This is an optimization exercise on Yosys and OpenROAD, whose aim is small area, not a production implementation.
RTL that was checked went through simulation tests only; none was proved equivalent to the original.

==> inputs of run H <==
## tpumac
module tpumac
 #(parameter BITS_AB=8,
   parameter BITS_C=16)
  (
   input clk, rst_n, WrEn, en,
   input signed [BITS_AB-1:0] Ain,
   input signed [BITS_AB-1:0] Bin,
   input signed [BITS_C-1:0] Cin,
   output reg signed [BITS_AB-1:0] Aout,
   output reg signed [BITS_AB-1:0] Bout,
   output reg signed [BITS_C-1:0] Cout
  );
  wire ld0, acc1, ag2, ag3, ag4, ag5, ag6, ag7, ag8, ag9, ldn10, mn11, mn12, mn13, mn14, mn15;
  wire mn16, mn17, mn18, mn19, mn20, mn21, mn22, mn23, mn24, mn25, mn26, pp27, pp28, pp29, pp30, pp31;
  wire pp32, pp33, pp34, pp35, pp36, pp37, pp38, pp39, pp40, pp41, pp42, pp43, pp44, pp45, pp46, pp47;
  wire pp48, pp49, pp50, pp51, pp52, pp53, pp54, pp55, pp56, pp57, pp58, pp59, pp60, pp61, pp62, pp63;
  wire pp64, pp65, pp66, pp67, pp68, pp69, pp70, pp71, pp72, pp73, pp74, pp75, pp76, pp77, pp78, pp79;
  wire pp80, pp81, pp82, pp83, pp84, pp85, pp86, pp87, pp88, pp89, pp90, pp91, s92, hc93, f94, f95;
  wire s96, hc97, f98, f99, f100, f101, s102, hc103, f104, f105, f106, f107, f108, f109, s110, hc111;
  wire f112, f113, f114, f115, f116, f117, f118, f119, s120, hc121, f122, f123, f124, f125, f126, f127;
  wire f128, f129, f130, f131, f132, f133, f134, f135, f136, f137, f138, f139, f140, f141, hs142, hc143;
  wire f144, f145, f146, f147, f148, f149, f150, f151, f152, f153, f154, f155, f156, f157, f158, f159;
  wire f160, f161, f162, f163, f164, f165, f166, f167, f168, f169, hs170, hc171, f172, f173, f174, f175;
  wire f176, f177, f178, f179, f180, f181, f182, f183, f184, f185, f186, f187, f188, f189, f190, f191;
  wire f192, f193, f194, f195, hs196, hc197, f198, f199, f200, f201, f202, f203, f204, f205, hs206, hc207;
  wire f208, f209, f210, f211, f212, f213, hs214, hc215, f216, f217, f218, f219, f220, f221, f222, f223;
  wire f224, f225, x226, x227, g228, p229, g230, p231, g232, p233, g234, p235, g236, p237, g238, p239;
  wire G240, i241, T242, i243, T244, G245, T246, T247, G248, i249, G250, G251, i252, T253, i254, G255;
  ...
export LEC_CHECK = 0
export CAP_MARGIN = 20
export CORE_MARGIN = 2
export CORE_UTILIZATION = 75
export GPL_TIMING_DRIVEN = 0
export SETUP_SLACK_MARGIN = -0.1
export SLEW_MARGIN = 20
create_clock -name core_clock -period 5.2 [get_ports {clk}]
standard.sh (not shown) runs the stock make flow with config.mk's settings and CLKGATE_MAP_FILE= SYNTH_SCRIPT=/design/flow/synth_recipe.tcl, a recipe that flattens the netlist after the stock synthesis.
==> flow/flow/run.sh <==
#!/bin/bash
# Own layout flow: the standard synthesis is run unchanged (it names the registers), then
# its combinational mapping is replaced by flow/netlist.v, the same circuit as rtl/tpumac.sv
# mapped cell for cell by gen/gen.py, after checking that both have the same registers (name
# and cell type). The rest is the standard layout, with the port buffers made of buf_1.
set -euo pipefail
R=orfs/results/${FLOW_PLATFORM}/tpumac/base
bash standard.sh synth > run_synth.log 2>&1
python3 flow/swap.py "$R/1_2_yosys.v" flow/netlist.v > run_swap.log 2>&1
rm -f "$R/1_synth.odb" "$R/1_synth.sdc"
export BUFFER_PORTS_ARGS="-buffer_cell sky130_fd_sc_hd__buf_1"
export CTS_ARGS="-sink_clustering_enable -repair_clock_nets -dont_use_dummy_load -root_buf sky130_fd_sc_hd__clkbuf_4 -buf_list {sky130_fd_sc_hd__clkbuf_4}"
bash standard.sh finish > run_finish.log 2>&1
Other scripts of this flow, unchanged in this note and not shown: flow/flow/netlist.v, flow/flow/swap.py
==> inputs of run M, as changes to run H <==
GPL_TIMING_DRIVEN = 1   (was 0)
==> qor summary <==
quantity	run M	run H
Status	did not finish	finished clean
Stage where the flow stopped	global routing (5_1_grt)	-
Standard cell area after detailed placement	0.003453 mm^2	0.003286 mm^2
HPWL after DPL	7601 um	5563 um
Setup slack after placement	-401.5 ps	-416.8 ps
Initial core utilization	79.55%	79.55%
Root buffer selected by CTS	sky130_fd_sc_hd__clkbuf_4	sky130_fd_sc_hd__clkbuf_4
Port bufs	67	66
Number of buffers inserted during clock tree synthesis	5	5
Post_cts resized	2	0
Inst Count DP	405	383
Combined area of all synthesized cells	0.002978 mm^2	0.002978 mm^2
Count of buffers added by post-CTS timing repair for setup	0	0
Routability congestion estimate from global placement	0.9120	0.8373
Number of nets in the synthesized netlist	362	362
Avg Inst Size Synth	11.07 um^2	11.07 um^2
Die H	67.01 um	67.01 um

========
==> inputs of v6 <==
==> flow/design.v <==
module tpumac
 #(parameter BITS_AB=8,
   parameter BITS_C=16)
  (
   input clk, rst_n, WrEn, en,
   input signed [BITS_AB-1:0] Ain,
   input signed [BITS_AB-1:0] Bin,
   input signed [BITS_C-1:0] Cin,
   output reg signed [BITS_AB-1:0] Aout,
   output reg signed [BITS_AB-1:0] Bout,
   output reg signed [BITS_C-1:0] Cout
  );
  reg signed [BITS_C-1:0] Mult;
  reg [BITS_C-1:0] Adder, CMux;
  assign Mult = Ain * Bin;
  assign Adder = Mult + Cout;
  assign CMux = WrEn ? Cin : Adder;
  always@(posedge clk, negedge rst_n) begin
	if (!rst_n) begin
		Aout <= '0;
		Bout <= '0;
		Cout <= '0;
	end
	else if (en) begin
		Aout <= Ain;
		Bout <= Bin;
		Cout <= CMux;
	end
  end
endmodule
==> flow/run.sh <==
#!/bin/bash
# synth_recipe.tcl (not shown) runs the flow's synth.tcl, then flattens the netlist and writes it again
# the make line also repeats each setting of config.mk as NAME=value (left out here)
make -C /OpenROAD-flow-scripts/flow DESIGN_CONFIG=/design/flow/config.mk WORK_HOME=/design/flow/orfs CLKGATE_MAP_FILE= SYNTH_SCRIPT=/design/flow/synth_recipe.tcl finish
==> flow/config.mk <==
export PLATFORM = sky130hd
export DESIGN_NAME = tpumac
export DESIGN_NICKNAME = tpumac
export VERILOG_FILES = /design/flow/design.v
export SDC_FILE = /design/flow/constraint.sdc
export NUM_CORES = 4
export LEC_CHECK = 0
export CAP_MARGIN = 20
export CORE_MARGIN = 2
export CORE_UTILIZATION = 40
export GPL_TIMING_DRIVEN = 0
export SLEW_MARGIN = 20
==> flow/constraint.sdc <==
create_clock -name core_clock -period 5.2 [get_ports {clk}]
set_input_delay 1.0400 -clock core_clock [delete_from_list [all_inputs] [get_ports {clk}]]
set_output_delay 1.0400 -clock core_clock [all_outputs]
set_load 0.01 [all_outputs]
==> inputs of v13, as changes to v6 <==
- GPL_TIMING_DRIVEN: 0 -> unset
==> impl_results.html <==
<table>
<tr><th>Metric</th><th>Value</th></tr>
<tr><th colspan="2">Status</th></tr>
<tr><td>Status</td><td>no timing/DRC/antenna violations</td></tr>
<tr><th colspan="2">Finish</th></tr>
<tr><td>Clock network area share</td><td>under 10%</td></tr>
<tr><td>Register fraction of the total cell area</td><td>between 10% and 20%</td></tr>
<tr><th colspan="2">Worst setup path</th></tr>
<tr><td>Critical Path Stages</td><td>14</td></tr>
<tr><th colspan="2">Routing</th></tr>
<tr><td>DRT Wirelength</td><td>between 9000 and 10000 um</td></tr>
</table>
[end of results for v6]
==> impl_results.html <==
<table>
<tr><th>Metric</th><th>Value</th></tr>
<tr><th colspan="2">Status</th></tr>
<tr><td>Status</td><td>no timing/DRC/antenna violations</td></tr>
<tr><th colspan="2">Finish</th></tr>
<tr><td>Clock network area share</td><td>under 10%</td></tr>
<tr><td>Register fraction of the total cell area</td><td>around 15%</td></tr>
<tr><td>Antenna fix cells</td><td>0</td></tr>
<tr><th colspan="2">Routing</th></tr>
<tr><td>DRT Wirelength</td><td>a little under 9000 um</td></tr>
<tr><th colspan="2">Worst setup path</th></tr>
<tr><td>Critical Path Stages</td><td>19</td></tr>
</table>
[end of results for v13]

========
==> 02-12 <==
tpumac, a different RTL version from the one above (not shown whole).
Settings: LEC_CHECK=0, CAP_MARGIN=20, CORE_MARGIN=2, CORE_UTILIZATION=75, GPL_TIMING_DRIVEN=0, SLEW_MARGIN=20; clock period 5.2 ns.
Scripts as last shown in full above: flow/flow/run.sh
Other scripts of this flow, unchanged in this note and not shown: flow/flow/netlist.v, flow/flow/swap.py
==> 10-25: changes against 02-12 <==
--- a/flow/flow/run.sh
+++ b/flow/flow/run.sh
@@ -11,3 +11,3 @@
 export BUFFER_PORTS_ARGS="-buffer_cell sky130_fd_sc_hd__buf_1"
-export CTS_ARGS="-sink_clustering_enable -repair_clock_nets -dont_use_dummy_load -root_buf sky130_fd_sc_hd__clkbuf_4 -buf_list {sky130_fd_sc_hd__clkbuf_4}"
+export CTS_ARGS="-sink_clustering_enable -repair_clock_nets -dont_use_dummy_load -root_buf sky130_fd_sc_hd__clkbuf_8 -buf_list {sky130_fd_sc_hd__clkbuf_8}"
 bash standard.sh finish > run_finish.log 2>&1
==> comparison <==
- Between 02-12 and 10-25, the lower via count is in 02-12 (gap about 6%, measured against 10-25).
- Fmax: 02-12 is larger than 10-25 (1.7%).
- Against 10-25, the clock skew of 02-12 is lower by 1.0 ps.
- In 02-12 the register-to-register slack is worse than in 10-25, by 70 ps.
- Critical path depth is the same in 02-12 and 10-25.
No functional check of the RTL was part of any run of this note.

========
==> job 6032: inputs <==
Another version of the RTL of tpumac (not shown whole).
==> flow/config.mk <==
export PLATFORM = sky130hd
export DESIGN_NAME = tpumac
export DESIGN_NICKNAME = tpumac
export VERILOG_FILES = /design/flow/design.v
export SDC_FILE = /design/flow/constraint.sdc
export NUM_CORES = 4
export LEC_CHECK = 0
export CAP_MARGIN = 20
export CORE_MARGIN = 2
export CORE_UTILIZATION = 60
export GPL_TIMING_DRIVEN = 0
export SLEW_MARGIN = 20
==> flow/constraint.sdc <==
create_clock -name core_clock -period 5.2 [get_ports {clk}]
set_input_delay 1.0400 -clock core_clock [delete_from_list [all_inputs] [get_ports {clk}]]
set_output_delay 1.0400 -clock core_clock [all_outputs]
set_load 0.01 [all_outputs]
==> flow/flow/run.sh <==
#!/bin/bash
# Own layout flow: the standard synthesis is run unchanged (it names the registers), then
# its combinational mapping is replaced by flow/netlist.v, the same circuit as rtl/tpumac.sv
# mapped cell for cell by gen/gen.py, after checking that both have the same registers (name
# and cell type). The rest is the standard layout, with the port buffers made of buf_1.
set -euo pipefail
R=orfs/results/${FLOW_PLATFORM}/tpumac/base
bash standard.sh synth > run_synth.log 2>&1
python3 flow/swap.py "$R/1_2_yosys.v" flow/netlist.v > run_swap.log 2>&1
rm -f "$R/1_synth.odb" "$R/1_synth.sdc"
export BUFFER_PORTS_ARGS="-buffer_cell sky130_fd_sc_hd__buf_1"
export CTS_ARGS="-sink_clustering_enable -repair_clock_nets -dont_use_dummy_load -root_buf sky130_fd_sc_hd__clkbuf_4 -buf_list {sky130_fd_sc_hd__clkbuf_4}"
bash standard.sh finish > run_finish.log 2>&1
Other scripts of this flow, unchanged in this note and not shown: flow/flow/netlist.v, flow/flow/swap.py
==> job 2358: changes against job 6032 <==
--- a/flow/flow/run.sh
+++ b/flow/flow/run.sh
@@ -9,5 +9,5 @@
 python3 flow/swap.py "$R/1_2_yosys.v" flow/netlist.v > run_swap.log 2>&1
 rm -f "$R/1_synth.odb" "$R/1_synth.sdc"
 export BUFFER_PORTS_ARGS="-buffer_cell sky130_fd_sc_hd__buf_1"
-export CTS_ARGS="-sink_clustering_enable -repair_clock_nets -dont_use_dummy_load -root_buf sky130_fd_sc_hd__clkbuf_4 -buf_list {sky130_fd_sc_hd__clkbuf_4}"
+export CTS_ARGS="-sink_clustering_enable -repair_clock_nets -dont_use_dummy_load"
 bash standard.sh finish > run_finish.log 2>&1
==> out/results.txt <==
The run finished with no timing, DRC or antenna violations. After layout, the buffer instance count without clock buffers stands at 68. In the final layout, flip-flops and latches take up 22.9% of the cell area. The relative area of non-clock buffer cells in the final design is 7.37%.
[end of results for job 6032]
==> out/results.txt <==
Of all the cell area in the finished design, non-clock buffers hold 8.46%. The total of plain and repair buffers excluding clock buffers works out to 74. The run finished with no timing, DRC or antenna violations.

Register fraction of the total cell area: 22.4%.
[end of results for job 2358]

## separate check: timing with driven ports
Ports are ideal in the flow. The routed layouts listed here were re-timed in OpenROAD. Step 1, drivers: a clkbuf_16 drives clk and a buf_2 each remaining input, both assumed. Step 2 adds t to the input delays and takes it off the output delays; t is the mean of the earliest and latest rising clock arrival at the registers after step 1. Input paths then give back, and output paths get back, about the clock's delay inside the block. Three values: ideal, step 1, step 2; two values: the first two.
run	t (ns)	slack for setup (ns)	clock arrival spread, ns	slew at the worst register clock pin (ns)	pins driven straight from the clock port
run H	0.338	0.104 / 0.109 / -0.229	0.023 / 0.023	0.10 / 0.10	1
v6	0.321	0.171 / 0.180 / -0.141	0.006 / 0.006	0.08 / 0.08	1
v13	0.325	0.162 / 0.174 / -0.151	0.010 / 0.010	0.09 / 0.09	1
02-12	0.360	0.182 / 0.179 / -0.181	0.034 / 0.034	0.12 / 0.12	1
10-25	0.307	0.099 / 0.091 / -0.216	0.020 / 0.020	0.08 / 0.08	1
job 6032	0.350	0.243 / 0.243 / -0.106	0.038 / 0.037	0.11 / 0.11	1
job 2358	0.303	0.268 / 0.270 / -0.033	0.026 / 0.026	0.08 / 0.08	1
With both steps, setup timing fails in every run listed, where it was met with ideal ports. The setup slack of 02-12, which loses most, moves by -0.003 ns with the drivers and by -0.363 ns with both steps.
